What follows belongs to an exercise in optimizing a design on an open flow for small area; a production flow would make more cautious choices. The RTL was checked by simulation tests, not by an equivalence proof against the original design.

==> v36: inputs <==
==> flow/design.v <==
`timescale 1ns/10ps
module RF_AOI222 (out_o, a_i, b_i);
    output  logic           out_o;
    input   logic [2 : 0]   a_i;
    input   logic [2 : 0]   b_i;
    assign out_o = ~|(a_i & b_i);
endmodule
module RF_NAND2 (out_o, in_i);
    output  logic           out_o;
    input   logic [1 : 0]   in_i;
    assign out_o = ~&in_i;
endmodule
module RF_NAND3 (out_o, in_i);
    output  logic           out_o;
    input   logic [2 : 0]   in_i;
    assign out_o = ~&in_i;
endmodule
module RF_NAND4 (out_o, in_i);
    output  logic           out_o;
    input   logic [3 : 0]   in_i;
    assign out_o = ~&in_i;
endmodule
module RF_OR3 (out_o, in_i);
    output  logic           out_o;
    input   logic [2 : 0]   in_i;
    assign out_o = |in_i;
endmodule
module RF_NEXT (out_o, load_i, hold_i, d_i, q_i);
    output  logic   out_o;
    input   logic   load_i;
    input   logic   hold_i;
    input   logic   d_i;
    input   logic   q_i;
    assign out_o = (load_i & d_i) | (hold_i & q_i);
endmodule
module RF_READ_BIT (out_o, sel_i, bits_i);
    output  logic           out_o;
    input   logic [30 : 0]  sel_i;
    input   logic [30 : 0]  bits_i;
    logic [10 : 0]          grp_n;
    logic [2 : 0]           part;
    genvar g;
    generate
        for (g = 0; g < 10; g++) begin : g_aoi
            RF_AOI222 aoi (.out_o(grp_n[g]), .a_i(sel_i[3*g +: 3]), .b_i(bits_i[3*g +: 3]));
        end
    endgenerate
    RF_NAND2 n30 (.out_o(grp_n[10]), .in_i({sel_i[30], bits_i[30]}));
    RF_NAND4 p0  (.out_o(part[0]), .in_i(grp_n[3 : 0]));
    RF_NAND4 p1  (.out_o(part[1]), .in_i(grp_n[7 : 4]));
    RF_NAND3 p2  (.out_o(part[2]), .in_i(grp_n[10 : 8]));
    RF_OR3   o1  (.out_o(out_o), .in_i(part));
endmodule
module RegisterFile (RD1_o, RD2_o, RR1_i, RR2_i, WR_i, WD_i, RegWrite_i, reset_i, clk_i);
    parameter   REGISTER_LENGTH     = 64;
    parameter   REGISTER_WIDTH      = 32;
    parameter   REGISTER_SEL        = $clog2(REGISTER_WIDTH);
    output  logic [REGISTER_LENGTH - 1 : 0]                     RD1_o;
    output  logic [REGISTER_LENGTH - 1 : 0]                     RD2_o;
    input   logic [REGISTER_SEL - 1 : 0]                        RR1_i;
    input   logic [REGISTER_SEL - 1 : 0]                        RR2_i;
    input   logic [REGISTER_SEL - 1 : 0]                        WR_i;
    input   logic [REGISTER_LENGTH - 1 : 0]                     WD_i;
    input   logic                                               RegWrite_i;
    input   logic                                               reset_i;
    input   logic                                               clk_i;
    logic [REGISTER_WIDTH - 2 : 0] [REGISTER_LENGTH - 1 : 0]    regFile;
    logic [REGISTER_WIDTH - 2 : 0] [REGISTER_LENGTH - 1 : 0]    regNext;
    logic [REGISTER_WIDTH - 2 : 0]                              load, hold;
    logic [REGISTER_WIDTH - 2 : 0]                              rsel1, rsel2;
    logic [REGISTER_LENGTH - 1 : 0]                             wdata;
    assign wdata = reset_i ? '0 : WD_i;
    genvar i, b;
    generate
        for (i = 0; i < REGISTER_WIDTH - 1; i++) begin : g_reg
            assign load[i]  = reset_i | (RegWrite_i & (WR_i == i));
            assign hold[i]  = ~load[i];
            assign rsel1[i] = (RR1_i == i);
            assign rsel2[i] = (RR2_i == i);
            for (b = 0; b < REGISTER_LENGTH; b++) begin : g_next
                RF_NEXT nx (.out_o(regNext[i][b]), .load_i(load[i]), .hold_i(hold[i]),
                            .d_i(wdata[b]), .q_i(regFile[i][b]));
            end
            always_ff @(posedge clk_i)
                regFile[i] <= regNext[i];
        end
        for (b = 0; b < REGISTER_LENGTH; b++) begin : g_bit
            logic [REGISTER_WIDTH - 2 : 0] column;
            for (i = 0; i < REGISTER_WIDTH - 1; i++) begin : g_col
                assign column[i] = regFile[i][b];
            end
            RF_READ_BIT r1 (.out_o(RD1_o[b]), .sel_i(rsel1), .bits_i(column));
            RF_READ_BIT r2 (.out_o(RD2_o[b]), .sel_i(rsel2), .bits_i(column));
        end
    endgenerate
endmodule
==> flow/run.sh <==
#!/bin/bash
# synth_recipe.tcl (not shown) runs the flow's synth.tcl, then flattens the netlist and writes it again
# the make line also repeats each setting of config.mk as NAME=value (left out here)
make -C /OpenROAD-flow-scripts/flow DESIGN_CONFIG=/design/flow/config.mk WORK_HOME=/design/flow/orfs CLKGATE_MAP_FILE= SYNTH_SCRIPT=/design/flow/synth_recipe.tcl finish
==> flow/config.mk <==
export PLATFORM = sky130hd
export DESIGN_NAME = RegisterFile
export DESIGN_NICKNAME = RegisterFile
export VERILOG_FILES = /design/flow/design.v
export SDC_FILE = /design/flow/constraint.sdc
export NUM_CORES = 4
export LEC_CHECK = 0
export CAP_MARGIN = 20
export CORE_MARGIN = 2
export CORE_UTILIZATION = 40
export SLEW_MARGIN = 20
export SYNTH_HIERARCHICAL = 1
==> flow/constraint.sdc <==
create_clock -name core_clock -period 8.0 [get_ports {clk_i}]
set_input_delay 1.6000 -clock core_clock [delete_from_list [all_inputs] [get_ports {clk_i}]]
set_output_delay 1.6000 -clock core_clock [all_outputs]
set_load 0.01 [all_outputs]
==> v20: changes against v36 <==
--- a/flow/design.v
+++ b/flow/design.v
@@ -71,3 +71,3 @@
     logic [REGISTER_LENGTH - 1 : 0]                             wdata;
-    assign wdata = reset_i ? '0 : WD_i;
+    assign wdata = WD_i;
     genvar i, b;
@@ -75,4 +75,4 @@
         for (i = 0; i < REGISTER_WIDTH - 1; i++) begin : g_reg
-            assign load[i]  = reset_i | (RegWrite_i & (WR_i == i));
-            assign hold[i]  = ~load[i];
+            assign load[i]  = ~reset_i & RegWrite_i & (WR_i == i);
+            assign hold[i]  = ~reset_i & ~(RegWrite_i & (WR_i == i));
             assign rsel1[i] = (RR1_i == i);
==> flow/flow/run.sh (new file) <==
#!/bin/bash
# The standard layout (the standard.sh: ORFS synthesis to finish, unchanged synthesis),
# with one change: the buffers that ORFS puts on every input and output port are the
# smallest buffer, sky130_fd_sc_hd__buf_1, instead of the cell buffer_ports picks itself.
set -euo pipefail
export BUFFER_PORTS_ARGS="-buffer_cell sky130_fd_sc_hd__buf_1"
bash standard.sh finish > standard_flow.log 2>&1
==> flow/standard.sh (new file) <==
#!/bin/bash
# synth_recipe.tcl (not shown) runs the flow's synth.tcl, then flattens the netlist and writes it again
# the make line also repeats each setting of config.mk as NAME=value (left out here)
make -C /OpenROAD-flow-scripts/flow DESIGN_CONFIG=/design/flow/config.mk WORK_HOME=/design/flow/orfs CLKGATE_MAP_FILE= SYNTH_SCRIPT=/design/flow/synth_recipe.tcl "${@:-finish}"
--- a/flow/config.mk
+++ b/flow/config.mk
@@ -9,3 +9,6 @@
 export CORE_MARGIN = 2
-export CORE_UTILIZATION = 40
+export CORE_UTILIZATION = 55
+export CTS_BUF_LIST = sky130_fd_sc_hd__clkbuf_8
+export CTS_CLUSTER_DIAMETER = 100
+export CTS_CLUSTER_SIZE = 16
 export SLEW_MARGIN = 20
removed: flow/run.sh
==> v15: changes against v36 <==
--- a/flow/design.v
+++ b/flow/design.v
@@ -71,3 +71,3 @@
     logic [REGISTER_LENGTH - 1 : 0]                             wdata;
-    assign wdata = reset_i ? '0 : WD_i;
+    assign wdata = WD_i;
     genvar i, b;
@@ -75,4 +75,4 @@
         for (i = 0; i < REGISTER_WIDTH - 1; i++) begin : g_reg
-            assign load[i]  = reset_i | (RegWrite_i & (WR_i == i));
-            assign hold[i]  = ~load[i];
+            assign load[i]  = ~reset_i & RegWrite_i & (WR_i == i);
+            assign hold[i]  = ~reset_i & ~(RegWrite_i & (WR_i == i));
             assign rsel1[i] = (RR1_i == i);
==> flow/flow/run.sh (new file) <==
#!/bin/bash
# The standard layout (the standard.sh: ORFS synthesis to finish, unchanged synthesis),
# with one change: the buffers that ORFS puts on every input and output port are the
# smallest buffer, sky130_fd_sc_hd__buf_1, instead of the cell buffer_ports picks itself.
set -euo pipefail
export BUFFER_PORTS_ARGS="-buffer_cell sky130_fd_sc_hd__buf_1"
bash standard.sh finish > standard_flow.log 2>&1
==> flow/standard.sh (new file) <==
#!/bin/bash
# synth_recipe.tcl (not shown) runs the flow's synth.tcl, then flattens the netlist and writes it again
# the make line also repeats each setting of config.mk as NAME=value (left out here)
make -C /OpenROAD-flow-scripts/flow DESIGN_CONFIG=/design/flow/config.mk WORK_HOME=/design/flow/orfs CLKGATE_MAP_FILE= SYNTH_SCRIPT=/design/flow/synth_recipe.tcl "${@:-finish}"
--- a/flow/config.mk
+++ b/flow/config.mk
@@ -10,2 +10,5 @@
 export CORE_UTILIZATION = 40
+export CTS_BUF_LIST = sky130_fd_sc_hd__clkbuf_8
+export CTS_CLUSTER_DIAMETER = 100
+export CTS_CLUSTER_SIZE = 14
 export SLEW_MARGIN = 20
removed: flow/run.sh
==> comparison <==
v36 finished clean. v20 went through all stages and came out clean. v15 finished with timing, DRC and antenna clean.
Wire length: v36 < v20 < v15.
Final cell count: v36 > v15 > v20.
Of v20 and v36, v36 has the higher non-clock buffer count (gap 5).
Design area, highest first: v36, v15, v20.
Between v15 and v36, the lower count of clock-buffer cells in the layout is in v15 (gap 125).
The lowest utilization belongs to v15, the highest to v20.
Setup slack: v36 is worse than v15 (770 ps).

-- re-timing with driven ports --
No port has a modelled driver above. Below, the same layouts with a new extraction and two added sets of constraints.
Step 1, drivers: a clkbuf_16 drives clk_i and a buf_2 each remaining input, both assumed.
Step 2 adds t to the input delays and takes it off the output delays; t is the mean of the earliest and latest rising clock arrival at the registers after step 1. Input paths then give back, and output paths get back, about the clock's delay inside the block.
a / b / c = ideal / step 1 / step 2; a / b = the first two.
run | t (ns) | setup slack, ns | worst hold slack (ns) | worst setup path after step 2 | cell pins on the clock port's net
v36 | 0.936 | 0.473 / 0.442 / 0.442 | 0.495 / 0.495 / 0.495 | input to output | 1
v20 | 1.014 | 1.085 / 1.021 / 1.021 | 0.504 / 0.504 / 0.504 | input to output | 1
v15 | 1.087 | 1.243 / 1.090 / 1.090 | 0.501 / 0.501 / 0.501 | input to output | 1
After both steps every run listed still meets setup and hold. The setup slack of v15, which loses most, moves by -0.153 ns with the drivers and by -0.153 ns with both steps.
